Context: an optimization exercise on an open-source flow, tuned for small area. The choices shown serve that exercise and are no tape-out recipe. Function was checked by simulation only, so behaviour that the tests miss may differ from the original. Power and IR drop assume default switching activity.

==> flow/design.v <==
`timescale 1ns / 1ps
module seconds_clock(
	input SYSTEM_CLOCK,
	input RESET,
	output SECONDS_TICK
);
reg [5:0] s;
assign SECONDS_TICK = s[3] & s[2] & s[1] & s[0];
always @(posedge SYSTEM_CLOCK) begin
	if (RESET)
		s <= 6'd18;
	else
		s <= {s[4:0], s[5] ^ s[4] ^ (s[1] & s[2])};
end
endmodule
`timescale 1ns / 1ps
module dac_adapter(
	input CLOCK,
	input CE,
	input RESET,
	input SPI_MISO,
	output SPI_SCK,
	output SPI_MOSI,
	output DAC_CS,
	output DAC_CLR,
	output [7:0]CHECK
);
reg [6:0] pos;
reg clr;
reg [9:0] u;
reg pol;
reg [7:0] leds;
wire shift = ~pos[6];
wire [4:0] idx = pos[5:1];                  
wire last = pos[6] & pos[1] & pos[0];       
wire do6 = pos[6] & ~pos[1] & ~pos[0];      
wire samp = shift & ~pos[0] & ~pos[5] & pos[4];   
wire [7:0] pt;
assign pt[0] = CE;
genvar k;
generate for (k = 0; k < 7; k = k + 1) begin : g_pos
	assign pt[k+1] = pt[k] & pos[k];
end endgenerate
wire [6:0] pinc = pos ^ pt[6:0];
wire wrap_pos = CE & last;
always @(posedge CLOCK) begin
	if (RESET) begin
		pos <= 7'd65;
		clr <= 1'b0;
	end else begin
		pos <= {pinc[6] & ~wrap_pos, pinc[5:3], pinc[2] & ~wrap_pos, pinc[1:0]};
		clr <= clr | CE;
	end
end
wire up = CE & do6;
wire [9:0] K = 10'd25;
wire [10:0] c;
assign c[0] = 1'b0;
generate for (k = 0; k < 10; k = k + 1) begin : g_add
	assign c[k+1] = K[k] ? (u[k] | c[k]) : (u[k] & c[k]);
end endgenerate
wire wrap_u = c[10] & ~u[3];
wire [9:0] B49 = 10'd49;
always @(posedge CLOCK) begin
	if (RESET) begin
		u <= 10'h3ff;
		pol <= 1'b1;
	end else if (up) begin
		u <= (u ^ K ^ c[9:0]) | (wrap_u ? B49 : 10'd0);
		pol <= pol ^ wrap_u;
	end
end
wire [2:0] lsel = ~pos[3:1];
wire md = SPI_MISO & ~RESET;
generate for (k = 0; k < 8; k = k + 1) begin : g_leds
	wire de = RESET | (CE & samp & (lsel == k));
	always @(posedge CLOCK)
		if (de)
			leds[k] <= md;
end endgenerate
reg mosi_s;
always @* begin
	if (!idx[4])
		mosi_s = idx[3] ? idx[1] : (idx[2:0] == 3'd0);
	else case (idx[3:0])
		4'd0: mosi_s = u[9] ^ pol;
		4'd1: mosi_s = u[8] ^ pol;
		4'd2: mosi_s = u[7] ^ pol;
		4'd3: mosi_s = u[6] ^ pol;
		4'd4: mosi_s = u[5] ^ pol;
		4'd5: mosi_s = u[4] ^ pol;
		4'd6: mosi_s = u[3] ^ pol;
		4'd7: mosi_s = u[2] ^ pol;
		4'd8: mosi_s = u[1] ^ pol;
		4'd9: mosi_s = u[0] ^ pol;
		4'd15: mosi_s = 1'b1;
		default: mosi_s = 1'b0;
	endcase
end
assign SPI_MOSI = shift ? mosi_s : (~pos[1] & (~pos[0] | clr));
assign SPI_SCK = pos[0] & (shift | (~pos[1] & clr));
assign DAC_CS = pos[6] & (pos[1] | pos[0]);
assign DAC_CLR = clr;
assign CHECK = leds;
endmodule
`timescale 1ns / 1ps
module main(
	input SYSTEM_CLOCK,
	input RESET,
	input SPI_MISO,
	output SPI_MOSI,
	output SPI_SCK,
	output DAC_CS,
	output DAC_CLR,
	output [7:0]LEDS
);
wire tick;
seconds_clock counter(
	.SYSTEM_CLOCK(SYSTEM_CLOCK),
	.RESET(RESET),
	.SECONDS_TICK(tick)
);
dac_adapter send(
	.CLOCK(SYSTEM_CLOCK),
	.CE(tick),
	.RESET(RESET),
	.SPI_MISO(SPI_MISO),
	.SPI_SCK(SPI_SCK),
	.SPI_MOSI(SPI_MOSI),
	.DAC_CS(DAC_CS),
	.DAC_CLR(DAC_CLR),
	.CHECK(LEDS)
);
endmodule
clock: 10.0 ns
lec_check: 0
abc_area: 1
cap_margin: 20
core_margin: 2
core_utilization: 60
cts_buf_list: sky130_fd_sc_hd__clkbuf_4
cts_cluster_diameter: 200
cts_cluster_size: 50
slew_margin: 20
standard.sh (not shown) runs the stock make flow with config.mk's settings and CLKGATE_MAP_FILE= SYNTH_SCRIPT=/design/flow/synth_recipe.tcl, a recipe that flattens the netlist after the stock synthesis.
==> flow/flow/run.sh <==
#!/bin/bash
# Own layout flow: the standard synthesis, then an area re-mapping of its
# combinational logic (flip-flops untouched), then the standard layout
# with smaller port buffers and a single-level clock tree.
set -euo pipefail
W=$(pwd)
F=$W/flow
R=$W/orfs/results/$FLOW_PLATFORM/main/base
LIB=$FLOW_HOME/platforms/$FLOW_PLATFORM/lib/sky130_fd_sc_hd__tt_025C_1v80.lib

bash standard.sh synth > $W/log_synth.txt 2>&1

cp $R/1_2_yosys.v $W/std_synth.v
DU=$(sed -n '/^export DONT_USE_CELLS += /,/^#/p' $FLOW_HOME/platforms/$FLOW_PLATFORM/config.mk | tr -d '\\' | grep -o 'sky130_fd_sc_hd__[a-z0-9_]*' | sed 's/^/-dont_use /' | tr '\n' ' ')
sed -e "s#LIBFILE#$LIB#g" -e "s#IN_NETLIST#$W/std_synth.v#" -e "s#OUT_NETLIST#$W/remap.v#" \
    -e "s#LOGDIR#$W#g" -e "s#ABCSCRIPT#$F/area.abc#" -e "s#DONTUSE#$DU#" $F/remap.ys > $W/remap.ys
yosys -s $W/remap.ys > $W/log_remap.txt 2>&1
cp $W/remap.v $R/1_2_yosys.v

export BUFFER_PORTS_ARGS="-buffer_cell sky130_fd_sc_hd__buf_1"
export CTS_ARGS="-sink_clustering_enable -repair_clock_nets -buf_list sky130_fd_sc_hd__clkbuf_4 -sink_clustering_size 50 -sink_clustering_max_diameter 200 -dont_use_dummy_load"
bash standard.sh finish > $W/log_layout.txt 2>&1
==> flow/flow/area.abc <==
strash; dc2; strash; dch -f; amap; topo; strash; dc2; dch -f; amap; topo
==> flow/flow/remap.ys <==
# Re-map the combinational logic of the standard synthesis for area.
# The flip-flops (and their instance names) are kept as they are.
read_liberty -ignore_miss_func LIBFILE
read_verilog -defer IN_NETLIST
hierarchy -top main
setattr -mod -set keep_hierarchy 1 sky130_fd_sc_hd__df* sky130_fd_sc_hd__edf*
flatten
opt_clean -purge
tee -o LOGDIR/remap_before.txt stat main
abc -liberty LIBFILE DONTUSE -script ABCSCRIPT main
opt_clean -purge
select main
hilomap -singleton -hicell sky130_fd_sc_hd__conb_1 HI -locell sky130_fd_sc_hd__conb_1 LO
splitnets
insbuf -buf sky130_fd_sc_hd__buf_1 A X
opt_clean -purge
rename -enumerate
tee -o LOGDIR/remap_after.txt stat -liberty LIBFILE
write_verilog -noattr -noexpr -nohex -nodec -selected OUT_NETLIST
The starting point completed with no timing, DRC or antenna violations.
Then changed:
- CORE_AREA: not set -> 5 5 85 85
- CORE_MARGIN: 2 -> not set
- CORE_UTILIZATION: 60 -> not set
- CTS_BUF_LIST: sky130_fd_sc_hd__clkbuf_4 -> not set
- CTS_CLUSTER_DIAMETER: 200 -> not set
- CTS_CLUSTER_SIZE: 50 -> not set
- DIE_AREA: not set -> 0 0 90 90
What happened: The changed run completed with no timing, DRC or antenna violations. Worst setup slack gets better by 25 ps. Count of clock-buffer cells in the layout is unchanged. Clock power fell by about 3%. Design area rose by about 4%. Global-route usage fell by 18 points. Cell count rose by about 22%.

## what the ideal ports hide
The flow's constraints put no driver on any port. The routed layouts listed below were extracted and timed again, unchanged, in two steps.
Step 1, drivers: a clkbuf_16 drives SYSTEM_CLOCK and a buf_2 each remaining input, both assumed.
Step 2 adds t to the input delays and takes it off the output delays; t is the mean of the earliest and latest rising clock arrival at the registers after step 1. Input paths then give back, and output paths get back, about the clock's delay inside the block.
a / b / c = no drivers / after step 1 / after step 2; a / b = the first two.
run	t, ns	slack for setup (ns)	latest minus earliest clock arrival (ns)	worst register clock-pin slew, ns
the first run	0.359	5.194 / 5.170 / 5.529	0.024 / 0.025	0.11 / 0.11
the second run	0.340	5.219 / 5.194 / 5.534	0.031 / 0.030	0.11 / 0.11
After both steps setup and hold are still met in every run listed.
